This design comes from an exercise in tuning for small area on the open sky130 flow, not from production work. Function not checked in this run: the RTL went through the layout flow alone. No activity file was given, so power comes from the tool's default toggle rates.

===== flow/config.mk =====
export PLATFORM = sky130hd
export DESIGN_NAME = spiCommMaster
export DESIGN_NICKNAME = spiCommMaster
export VERILOG_FILES = /design/flow/design.v
export SDC_FILE = /design/flow/constraint.sdc
export NUM_CORES = 4
export LEC_CHECK = 0
export CAP_MARGIN = 20
export CORE_MARGIN = 2
export CORE_UTILIZATION = 40
export SLEW_MARGIN = 20

===== flow/constraint.sdc =====
create_clock -name core_clock -period 10.0 [get_ports {cpuClock}]
set_input_delay 2.0000 -clock core_clock [delete_from_list [all_inputs] [get_ports {cpuClock}]]
set_output_delay 2.0000 -clock core_clock [all_outputs]
set_load 0.01 [all_outputs]

===== flow/design.v =====
`timescale 1ns / 1ps
module clockDiv(
    input clk,
    input rst,
    output out,
    output rise,
    output fall
    );
parameter scale = 5;  
reg [scale:0] r;
assign out = r[scale];
assign rise = ~r[scale] & (&r[scale-1:0]);
assign fall = &r;
always @ (posedge clk) begin
    if (rst) r <= 0;
    else     r <= r + 1;
end
endmodule
`timescale 1ns / 1ps
module counter(
    clk,
    rst,    
    en,     
    reset,  
    out,
    overflow
);
input clk, rst, en, reset;
parameter bitSize = 8;
output reg [bitSize-1:0] out;
output wire overflow;
parameter [bitSize-1:0] clearVal = {bitSize{1'b1}};
assign overflow = &out;
always @ (posedge clk) begin
    if (rst) out <= 0;
    else if (en) begin
        if (reset) out <= 0;
        else if (out == clearVal) out <= 0;
        else out <= out + 1;
    end
end
endmodule
`timescale 1ns / 1ps
module crcGenerator 
#(parameter LEN = 7)(
    input inputBit,
    input clk,
    input clear,                
    input enable,                
    input [LEN:0] generator,
    output reg [LEN - 1:0] crc
    );
wire invert;
assign invert = inputBit ^ crc[LEN - 1];
always @ (posedge clk) begin
    if (clear) begin
        crc <= 0;    
        end
    else if (enable) begin
        crc <= {crc[LEN - 2:0] ^ ({(LEN - 1){invert}} & generator[LEN - 1:1]), invert};
    end
end
endmodule
`timescale 1ns / 1ps
module crcGenMaster # (
parameter bitLength = 40,
parameter crcLength = 7
)(
    clk,             
    rst,             
    useModule,       
    instream,        
    generator,       
    crc,             
    finish,          
    state            
    );
input clk;
input rst;
input useModule;
input [bitLength - 1:0] instream;
input [crcLength:0] generator;
output wire [crcLength - 1:0] crc;
output reg finish;
output [2:0] state;
wire [crcLength - 1:0] _crc; 
reg _enable, _clear, _sync_enable; 
reg _start, _running, _waiting;
reg [9:0] _i;  
wire _datain;
assign _datain = _enable ? instream[_i] : 1'b0;
reg [1:0] _edge_useModule;
assign crc = _crc;
crcGenerator #(.LEN(crcLength)) c0 (_datain, clk, _clear, _sync_enable, generator, _crc);
always @ (posedge clk) begin
    if (rst) begin
        finish  <= 0;
        _clear  <= 1;
        _enable <= 0;
        _start  <= 0;
    end else if (_edge_useModule == 2'b01 && ~_start && ~_running && ~_waiting) begin
        finish  <= 0;
        _clear  <= 0;
        _enable <= 1;
        _start  <= 1;  
    end else if (_edge_useModule == 2'b11 && _start &&  _waiting) begin
        _start <= 0;   
        _enable <= 0;
    end else if (_edge_useModule == 2'b11 && ~_start && _waiting) begin
        finish <= 1;
    end else if (_edge_useModule == 2'b10)  begin
        finish  <= 0;
        _clear  <= 1;
        _enable <= 0;
    end
end
always @ (posedge clk) begin 
    if (rst) begin
        _running <= 0;
        _waiting <= 0;
        _i       <= 0;
    end else if (_start && ~_running && ~_waiting) begin
        _running <= 1;
        _i <= bitLength - 2;         
    end else if (_start && _running & ~_waiting) begin
        _i <= _i - 1;
        if (_i == 2) begin           
            _running <= 0;
            _waiting <= 1;
        end
    end else if (_start && _waiting) begin
    end else begin
        _running <= 0;
        _waiting <= 0;
    end
end
assign state = {_start, _running, _waiting};
always @ (posedge clk) begin
    if (rst) begin
        _sync_enable    <= 0;
        _edge_useModule <= 2'b00;
    end else begin
        _sync_enable <= _enable;
        _edge_useModule[1] <= _edge_useModule[0];
        _edge_useModule[0] <= useModule;
    end
end
endmodule
`timescale 1ns / 1ps
module spiRead(
    clk,
    rst,
    spiEn,
    start,
    bitIn,
    finish,
    byteOut, 
    waitForBitIn
);
parameter outByteSize = 1;
input clk;
input rst;
input spiEn;
input start;
input bitIn;
output [(outByteSize * 8) - 1:0] byteOut;
output reg finish;
input waitForBitIn;
wire _start;
assign _start = start;
reg _running, _waiting;
reg [(outByteSize * 8) - 1:0] inputBuffer;
reg [outByteSize + 3:0] _i;
assign byteOut = inputBuffer;
always @ (posedge clk) begin
    if (rst) begin
        inputBuffer <= 0;
        finish      <= 0;
        _running    <= 0;
        _waiting    <= 0;
        _i          <= 0;
    end else if (spiEn) begin
        if (_start && ~_running && ~_waiting) begin
            if (~waitForBitIn || ~bitIn) begin
                inputBuffer <= {{(outByteSize * 8 - 1){1'b0}}, bitIn};
                finish   <= 0;
                _running <= 1;
                _i <= (outByteSize * 8) - 1;                                     
            end
        end else if (_start && _running && ~_waiting) begin
            _i <= _i - 1;
            inputBuffer <= {inputBuffer[(outByteSize * 8) - 2:0], bitIn};
            if (_i == 1) begin
                finish   <= 1;
                _running <= 0;
                _waiting <= 1;
            end
        end else if (_start && _waiting) begin
        end else if (~_start) begin
            finish   <= 0;
            _waiting <= 0;
        end
    end
end
endmodule
`timescale 1ns / 1ps
module spiSend(
    clk,
    rst,
    spiEn,
    start,
    cmd,
    bitout,
    finish
);
parameter byteSize = 6;
input clk;
input rst;
input spiEn;
input start;
input [(byteSize * 8) - 1:0] cmd;
output bitout;
output reg finish;
wire _start;
assign _start = start;
reg _running, _waiting;
reg [(byteSize * 8) - 1:0] _cmdBuffer;
reg [byteSize - 1:0]       _i;
assign bitout = _running ? _cmdBuffer[47] : 1'b1;    
always @ (posedge clk) begin
    if (rst) begin
        finish     <= 0;
        _running   <= 0;
        _waiting   <= 0;
        _cmdBuffer <= 0;
        _i         <= 0;
    end else if (spiEn) begin
        if (_start && ~_running && ~_waiting) begin
            finish   <= 0;
            _cmdBuffer <= cmd;  
            _running <= 1;
            _i <= 47;  
        end else if (_start && _running && ~_waiting) begin
            _i <= _i - 1;
            _cmdBuffer <= _cmdBuffer << 1;
            if (_i == 1) begin
                _running <= 0;
                _waiting <= 1;
            end
        end else if (_start && _waiting) begin
            finish   <= 1;
        end else if (~_start) begin
            finish   <= 0;
            _waiting <= 0;
        end
    end
end
endmodule
`timescale 1ns / 1ps
module spiCommMaster(
    input cpuClock,              
    input enable,                
    input reset,                 
    input spiClockEn,            
    input spiClockBS,            
    output errorInterrupt,       
    output [3:0] errorType,      
    output [3:0] errorState,     
    input cmdTransmitBit,        
    input [5:0] cmdIndex,        
    input [31:0] cmdArgument,    
    input [1:0] readMode,        
    output [39:0] readResponse,  
    input commStart,             
    output commFinish,           
    input SD_MISO,               
    input SD_CD,                 
    input SD_WP,                 
    output SD_SCLK,              
    output SD_MOSI,              
    output SD_CS                 
);
localparam ST_IDLE       = 4'b0000;   
localparam ST_GEN_CRC    = 4'b0010;   
localparam ST_SEND       = 4'b0100;   
localparam ST_READ       = 4'b0110;   
localparam ST_INPUT      = 4'b1000;   
localparam ST_COOLDOWN   = 4'b1010;   
localparam ST_FINISH     = 4'b1100;   
localparam ST_ERROR      = 4'b1111;   
localparam ER_UNKN       = 4'b0000;   
localparam ER_IVST       = 4'b0001;   
localparam ER_TMOT       = 4'b0010;   
localparam ER_RESP       = 4'b0100;   
localparam ER_UDEV       = 4'b0110;   
reg [3:0] CST;             
reg EINT;                  
reg [3:0] EST;             
reg [3:0] ETYPE;           
assign errorInterrupt = EINT;
assign errorType = ETYPE;
assign errorState = EST;
wire [39:0] readData;                                         
assign readResponse = readData;
wire MOSI;                                                    
reg MOSI_EN;                                                  
assign SD_MOSI = MOSI_EN ? MOSI : 1'b1;
reg CS;                                                       
assign SD_CS = CS;
assign commFinish = (CST == 4'b1100);
wire _spiClock;                                
wire SPI_RISE, SPI_FALL;                       
clockDiv #(8) SPICLKM (cpuClock, reset, _spiClock, SPI_RISE, SPI_FALL);        
wire byte_sync;
wire spiGate;                                  
assign spiGate = spiClockEn && enable && byte_sync;
assign SD_SCLK = (spiClockEn ? byte_sync & _spiClock : 1);
localparam TMTO_bitSize = 16;
reg TMTO_RST;
wire [TMTO_bitSize-1 :0] TMTO_OUT;
wire TMTO_OV;
wire [TMTO_bitSize-1 :0] TMTO_VAL;    
wire TMTO_TOI;                        
assign TMTO_TOI = (TMTO_OUT >= TMTO_VAL);
counter #(TMTO_bitSize) TMTOM (cpuClock, reset, SPI_RISE, TMTO_RST, TMTO_OUT, TMTO_OV);
localparam TMWC_bitSize = 4;
reg TMWC_RST;
wire [TMWC_bitSize-1 :0] TMWC_OUT;
wire TMWC_OV;           
wire TMWC_MSB;          
assign TMWC_MSB = TMWC_OUT[TMWC_bitSize - 1];
counter #(TMWC_bitSize) TMWCM (cpuClock, reset, SPI_RISE, TMWC_RST, TMWC_OUT, TMWC_OV);
localparam TMBS_bitSize = 4;
reg TMBS_RST;
wire [TMBS_bitSize-1 :0] TMBS_OUT;
wire TMBS_OV;           
counter #(TMBS_bitSize, 8) TMBSM (cpuClock, reset, SPI_RISE, TMBS_RST, TMBS_OUT, TMBS_OV);
wire TMBS_TOGGLE;
assign TMBS_TOGGLE = TMBS_OUT[3];
assign byte_sync = spiClockBS ? ~TMBS_TOGGLE : 1'b1;
reg [1:0] spiClockBS_BUFF;
wire [5:0] CMD_INDEX;       
wire [31:0] CMD_ARG;        
wire [6:0] CMD_CRC;         
wire CMD_TRANSMIT;          
wire [47:0] CMD;            
assign CMD_INDEX = cmdIndex;
assign CMD_ARG = cmdArgument;
assign CMD_TRANSMIT = cmdTransmitBit;
assign CMD = {1'b0, CMD_TRANSMIT, CMD_INDEX, CMD_ARG, CMD_CRC, 1'b1};
reg SPS_STA;
reg [47:0] SPS_BUFF;
wire SPS_FIN;
spiSend SPSM (cpuClock, reset, SPI_FALL & spiGate, SPS_STA, SPS_BUFF, MOSI, SPS_FIN);
reg SPRS_STA;                             
wire [7:0] SPRS_OUT;                      
wire SPRS_FIN;                            
spiRead SPRSM (cpuClock, reset, SPI_RISE & spiGate, SPRS_STA, SD_MISO, SPRS_FIN, SPRS_OUT, 1'b1);
reg SPRD_STA;   
wire [15:0] SPRD_OUT;         
wire SPRD_FIN;
spiRead #(2) SPRDM (cpuClock, reset, SPI_RISE & spiGate, SPRD_STA, SD_MISO, SPRD_FIN, SPRD_OUT, 1'b1);
reg SPRW_STA;
wire [39:0] SPRW_OUT;
wire SPRW_FIN;
spiRead #(5) SPRWM (cpuClock, reset, SPI_RISE & spiGate, SPRW_STA, SD_MISO, SPRW_FIN, SPRW_OUT, 1'b1);
wire SPR_FIN;
assign SPR_FIN = (readMode == 2'b00 ? SPRS_FIN : (readMode == 2'b01 ?  SPRD_FIN : SPRW_FIN));
reg [39:0] SPR_BUFF;
assign readData = SPR_BUFF;
assign TMTO_VAL = (readMode == 2'b00 ? 100 : (readMode == 2'b01 ? 200 : 500));
wire [39:0] CRCR_IN;
reg CRCR_EN;
wire CRCR_FIN;
wire [6:0] CRCR_OUT;
wire [2:0] CRCR_ST;
crcGenMaster CRCRM (cpuClock, reset, CRCR_EN, CRCR_IN, 8'b10001001, CRCR_OUT, CRCR_FIN, CRCR_ST);
assign CRCR_IN = {1'b0, CMD_TRANSMIT, CMD_INDEX, CMD_ARG};
assign CMD_CRC = CRCR_OUT;
always @ (posedge cpuClock) begin
    if (reset) begin
        CST <= ST_IDLE;      
        EINT <= 0;           
        ETYPE <= 0;          
        EST <= 0;            
        MOSI_EN <= 0;        
        CS <= 1;             
        TMTO_RST <= 1;       
        TMWC_RST <= 1;       
        SPS_STA  <= 0;       
        SPS_BUFF <= 0;       
        SPRS_STA <= 0;       
        SPRD_STA <= 0;       
        SPRW_STA <= 0;       
        SPR_BUFF <= 0;       
        CRCR_EN  <= 0;       
        TMBS_RST <= 1;       
        spiClockBS_BUFF <= 0;
    end else begin
        if (SPI_FALL) begin  
            if ({spiClockBS_BUFF, spiClockBS} == 2'b01) begin  
                TMBS_RST <= 0;
            end else if ({spiClockBS_BUFF, spiClockBS} == 2'b10) begin  
                TMBS_RST <= 1;
            end
            spiClockBS_BUFF <= {spiClockBS_BUFF[0], spiClockBS};
        end
        case (CST)
            ST_IDLE: begin
                if (commStart) begin
                    CST <= ST_GEN_CRC;
                end
            end
            ST_GEN_CRC: begin  
                if (!TMWC_OV) begin
                    CS       <= 1;        
                    TMWC_RST <= 0;        
                    CRCR_EN  <= 1;        
                    CST      <= ST_SEND;  
                end
            end
            ST_SEND: begin   
                if (CRCR_FIN && TMWC_OV) begin
                    TMWC_RST <= 1;        
                    CS       <= 0;        
                    SPS_STA  <= 1;        
                    SPS_BUFF <= CMD;      
                    MOSI_EN  <= 1;        
                    CRCR_EN  <= 0;        
                    CST      <= ST_READ;  
                end else begin
                    CS <= ~TMWC_MSB;      
                end
            end
            ST_READ: begin   
                if (SPS_FIN) begin
                    SPS_STA   <= 0;      
                    MOSI_EN   <= 0;      
                    TMTO_RST  <= 0;      
                    case (readMode)      
                        2'b00:   SPRS_STA <= 1;
                        2'b01:   SPRD_STA <= 1;
                        default: SPRW_STA <= 1;
                    endcase
                    CST <= ST_INPUT;
                end
            end
            ST_INPUT: begin  
                if (TMTO_TOI) begin
                    CST <= ST_ERROR;
                    ETYPE <= ER_TMOT;     
                    EINT  <= 1;           
                    EST   <= CST;         
                end else if (SPR_FIN) begin
                    TMTO_RST <= 1;        
                    TMWC_RST <= 0;        
                    case (readMode)       
                        2'b00:   SPR_BUFF <= {32'b0, SPRS_OUT};
                        2'b01:   SPR_BUFF <= {24'b0, SPRD_OUT};
                        default: SPR_BUFF <= SPRW_OUT;
                    endcase
                    case (readMode)       
                        2'b00:   SPRS_STA <= 0;
                        2'b01:   SPRD_STA <= 0;
                        default: SPRW_STA <= 0;
                    endcase
                    CST <= ST_COOLDOWN;   
                end
            end
            ST_COOLDOWN: begin
                if (TMWC_OV) begin
                    TMWC_RST <= 1;       
                    CS <= 1;             
                    CST <= ST_FINISH;    
                end else begin
                    CS <= TMWC_MSB;      
                end
            end
            ST_FINISH: begin     
                if (!commStart) begin
                    CST <= ST_IDLE;
                end
            end
            ST_ERROR: begin      
            end
            default: begin
                CST   <= ST_ERROR;
                ETYPE <= ER_IVST;
                EST   <= 0;
            end
        endcase
    end
end  
endmodule

===== flow/run.sh =====
#!/bin/bash
# synth_recipe.tcl (not shown) runs the flow's synth.tcl, then flattens the netlist and writes it again
# the make line also repeats each setting of config.mk as NAME=value (left out here)
make -C /OpenROAD-flow-scripts/flow DESIGN_CONFIG=/design/flow/config.mk WORK_HOME=/design/flow/orfs CLKGATE_MAP_FILE= SYNTH_SCRIPT=/design/flow/synth_recipe.tcl finish

==> run notes <==
-- metrics by stage --
| step | cells | cell area (sq um) | worst slack [ns] |
|---|---|---|---|
| 6_report | 2104 | 16000 | 4.66 |
| 5_1_grt | 2104 | 16000 | 4.39 |
| 4_1_cts | 2104 | 16000 | 4.65 |
| 3_5_place_dp | 2041 | 14800 | 4.12 |
| 3_3_place_gp | 2041 | 14800 | 4.14 |
| 2_1_floorplan | 1592 | 13600 | 5.50 |
-- area by class of cell --
class                           instances  area, sq um  share of cell area (%)
Multi-Input combinational cell       1125         6620                    41.5
Sequential cell                       318         6370                    39.9
Timing Repair Buffer                  115         1110                    6.97
Clock buffer                           50         1030                    6.49
Tap cell                              448          561                    3.51
Clock inverter                         13          134                   0.839
Inverter                               35          131                   0.823
-- metal layers --
layer	vias to the layer above	GRT usage, %	share of wire, %
met5	-	0	0
met4	0	4.45	1.4
met3	34	3.80	4.6
met2	171	28.7	46
met1	5200	23.6	48
li1	5614	-	-
-- final timing paths --
kind	end	cells after the start
max reg2reg	SPRSM.inputBuffer[7]	9
min	EST[1]	2
max	SPR_BUFF[9]	13
min reg2reg	EST[1]	2
-- cells by family after synthesis --
kind of cell	count (synthesis)
simple gates	627
compound gates	334
flops	318
buf+inv	149
mux	91
xor+xnor	47
fa+ha+maj	24
other cells	1
-- worst min-delay path, stage by stage, from the launching register on --
cell and delay, ns:
dfxtp_1 0.30, inv_1 0.05, nor2_1 0.03
-- registers in the layout, summed over array words and instances (netlist names), 5 cells and up --
signal,flops
SPRWM._i,9
TMTOM.out,16
SPRSM.inputBuffer,8
SPRDM._i,6
CRCRM._i,10
SPR_BUFF,40
SPRDM.inputBuffer,16
SPICLKM.r,9
CRCRM.c0.crc,7
SPS_BUFF,47
SPSM._i,6
SPSM._cmdBuffer,48
SPRSM._i,5
SPRWM.inputBuffer,40
-- cells in the mapped netlist (4+ instances only) --
cell      count
dfxtp_1     318
nand2_1     224
nor2_1      179
a21oi_1     175
clkbuf_1     88
mux2i_1      84
nand3_1      82
a211oi_1     61
nor3_1       43
inv_1        33
a22oi_1      27
xnor2_1      26
ha_1         24
xor2_1       21
and3_1       18
o21ai_0      18
nor4_1       15
nor2b_1      11
buf_2        10
nand4_1       9
o211ai_1      9
buf_1         8
nand2b_1      7
a31oi_1       6
or3_1         6
a21o_1        5
and2_1        5
buf_4         5
mux4_2        5
or4_1         5
a221oi_1      4
a311oi_1      4
and4_1        4
nand3b_1      4
nor3b_1       4
or3b_2        4
-- power groups by stage --
stage / clock, mW / sequential [mW] / combinational [mW]
floorplan: 0 / 1.33 / 0.172
global placement: 0 / 1.36 / 0.204
detailed placement: 0 / 1.36 / 0.206
CTS: 1.34 / 1.33 / 0.208
global route: 1.40 / 1.34 / 0.234
finish: 1.30 / 1.33 / 0.208
==> results.toml <==
[run_status]
outcome = "complete, no violations"

[drt]
drt-initial-drc-count = 617
vias = 11000
wire_per_inst_um = 14.8
wl_um = 31100
viasPerCell = 5.24
first_pass_iters = 5
ant_nets = 0
route.detailed.drc = 0

[die]
start_util_pct = 40.6
core_sq_um = 33400
fp.dieW_um = 188
die_area_sq_um = 35400
io_pins = 103
num_rows = 67
die_h_um = 188

[worst_setup_path]
setup.worst_path.start = "readMode[1]"
worstPathMaxFanout = 43
crit_buf_inv = 4
critPathKind = "primary input to flop"
worstPathCellList = "clkdlybuf4s50_1 -> buf_4 -> inv_2 -> nand2_1 -> ha_1 -> a21bo_1 -> a21o_1 -> a21o_1 -> a2111oi_4 -> o211ai_4 -> buf_4 -> a211oi_1 -> nor3_1"
critPathSlowestCell = "a2111oi_4"
worstPathArrival_ns = 5.69
critPathCaptureType = "flop"
cpLargestDelayFamily = "compound AO/OA/AOI/OAI gates"
cpPeakStageDelay_ns = 0.56
rrSetupSlack_ns = 6.05
start_kind = "primary input"
timing.rr.start = "SPICLKM.r[0]"
cp.required_ns = 10.36

[finish]
layout_common_cells = "318 x dfxtp_1, 224 x nand2_1, 177 x nor2_1"
fillers = 3233
drive_gt1_share_pct = 5.92
num_antenna_cells = 0
fin_util_pct = 47.7
fin_nets = 1705
synthToLayoutAreaGrowth_pct = 17.6
layout_commonest_cell = "dfxtp_1"

[clock_network]
clk_pin_slew_ns = 0.06
htree_levels = 2
clk_latency_ns = 0.53
root_buffer = "clkbuf_16"
cts_sinks = 318
holdBufCountCts = 0
cts_tree = "yes"
cts_setup_buffers = 0
numCtsBuffers = 36
cts_resized = 0
clock_path_buffers = 3

[grt]
track_usage_pct = 17.6
grt_pass1_vias = 10500
grt_remaining_overflow = 0
grt_antenna_before_repair = 0
grt_pass1_wl_um = 52500
grt_max_degree = 114

[logic_synthesis]
synth_compound_area_share_pct = 15.4
synthArstFlopShare_pct = 0
ys_seq_area_share_pct = 46.9
synth.area.top_cells = "dfxtp_1 47%, a21oi_1 6.5%, mux2i_1 6.2%"
yosysTopAreaCellShare_pct = 46.9
syn-cell-area_sq_um = 13600
synth_xor_area_share_pct = 3.03
yosysWarnings = 11
ys_types = 67
synth_top_family_by_area = "simple AND/OR/NAND/NOR gates"
synth_edf_count = 0
yosysTopAreaCell = "dfxtp_1"
synthAdderAreaFrac_pct = 2.21
ys_ff_latch = 318
synth-simple-area-share_pct = 20.7
syn_avg_cell_area_sq_um = 8.53
synthMuxAreaShare_pct = 7.19
syn_inst = 1591
synthFlopType = "dfxtp_1"

[power_and_ir_drop]
intPower_mw = 2.16
switching_share_pct = 24.2
p_leak_nw = 5.25
clkPwrFrac_pct = 45.8
p_per_area_nw_per_um2 = 178
max-vdd-ir-drop_uv = 146
seqPwrFrac_pct = 46.9
power_frac_comb_pct = 7.3
p_switching_mw = 0.688
fin_total_pwr_mw = 2.84

[placed_design]
port_buffers = 98
globalplace.congestion = 0.782
post-dp-hpwl_um = 19000

[sta]
fin_crit_sh_pct = 53.4
final_max_slew_viol_count = 0
hold_ws_ns = 0.424
fin_skew_ns = 0.0256
setup_viol = 0
fmax_mhz = 187
fin_crit_ns = 5.34
hold_viol_final = 0
final.setup.tns_ns = 0
tightest_slew_ns = 0.960
rsz0062_at_grt = "false"
relSlewSlack_pct = 36.0

[run]
maxCapViolCount = 0

[min_path]
hold_path_class = "flop to flop"
min_from = "EST[1]"

==> separate check: timing with driven ports <==
The results above use ideal ports. As a check the final layout listed here was re-extracted and re-timed, cells and wires unchanged.
Step 1: set_driving_cell puts a clkbuf_16 on cpuClock and a buf_2 on each other input, an assumption about the parent block.
Step 2 also shifts input and output timing later by t, the mid clock arrival at the registers, as if the neighbouring blocks saw the same clock.
Slacks: no drivers / after step 1 / after step 2; pairs: no drivers / after step 1.
t, ns: 0.561
setup WS [ns]: 4.663 / 4.672 / 4.128
worst setup path at the end: input to register
clock arrival spread, ns: 0.026 / 0.026
After both steps setup and hold are still met in this run. The setup slack of this run moves by +0.009 ns with the drivers and by -0.535 ns with both steps.
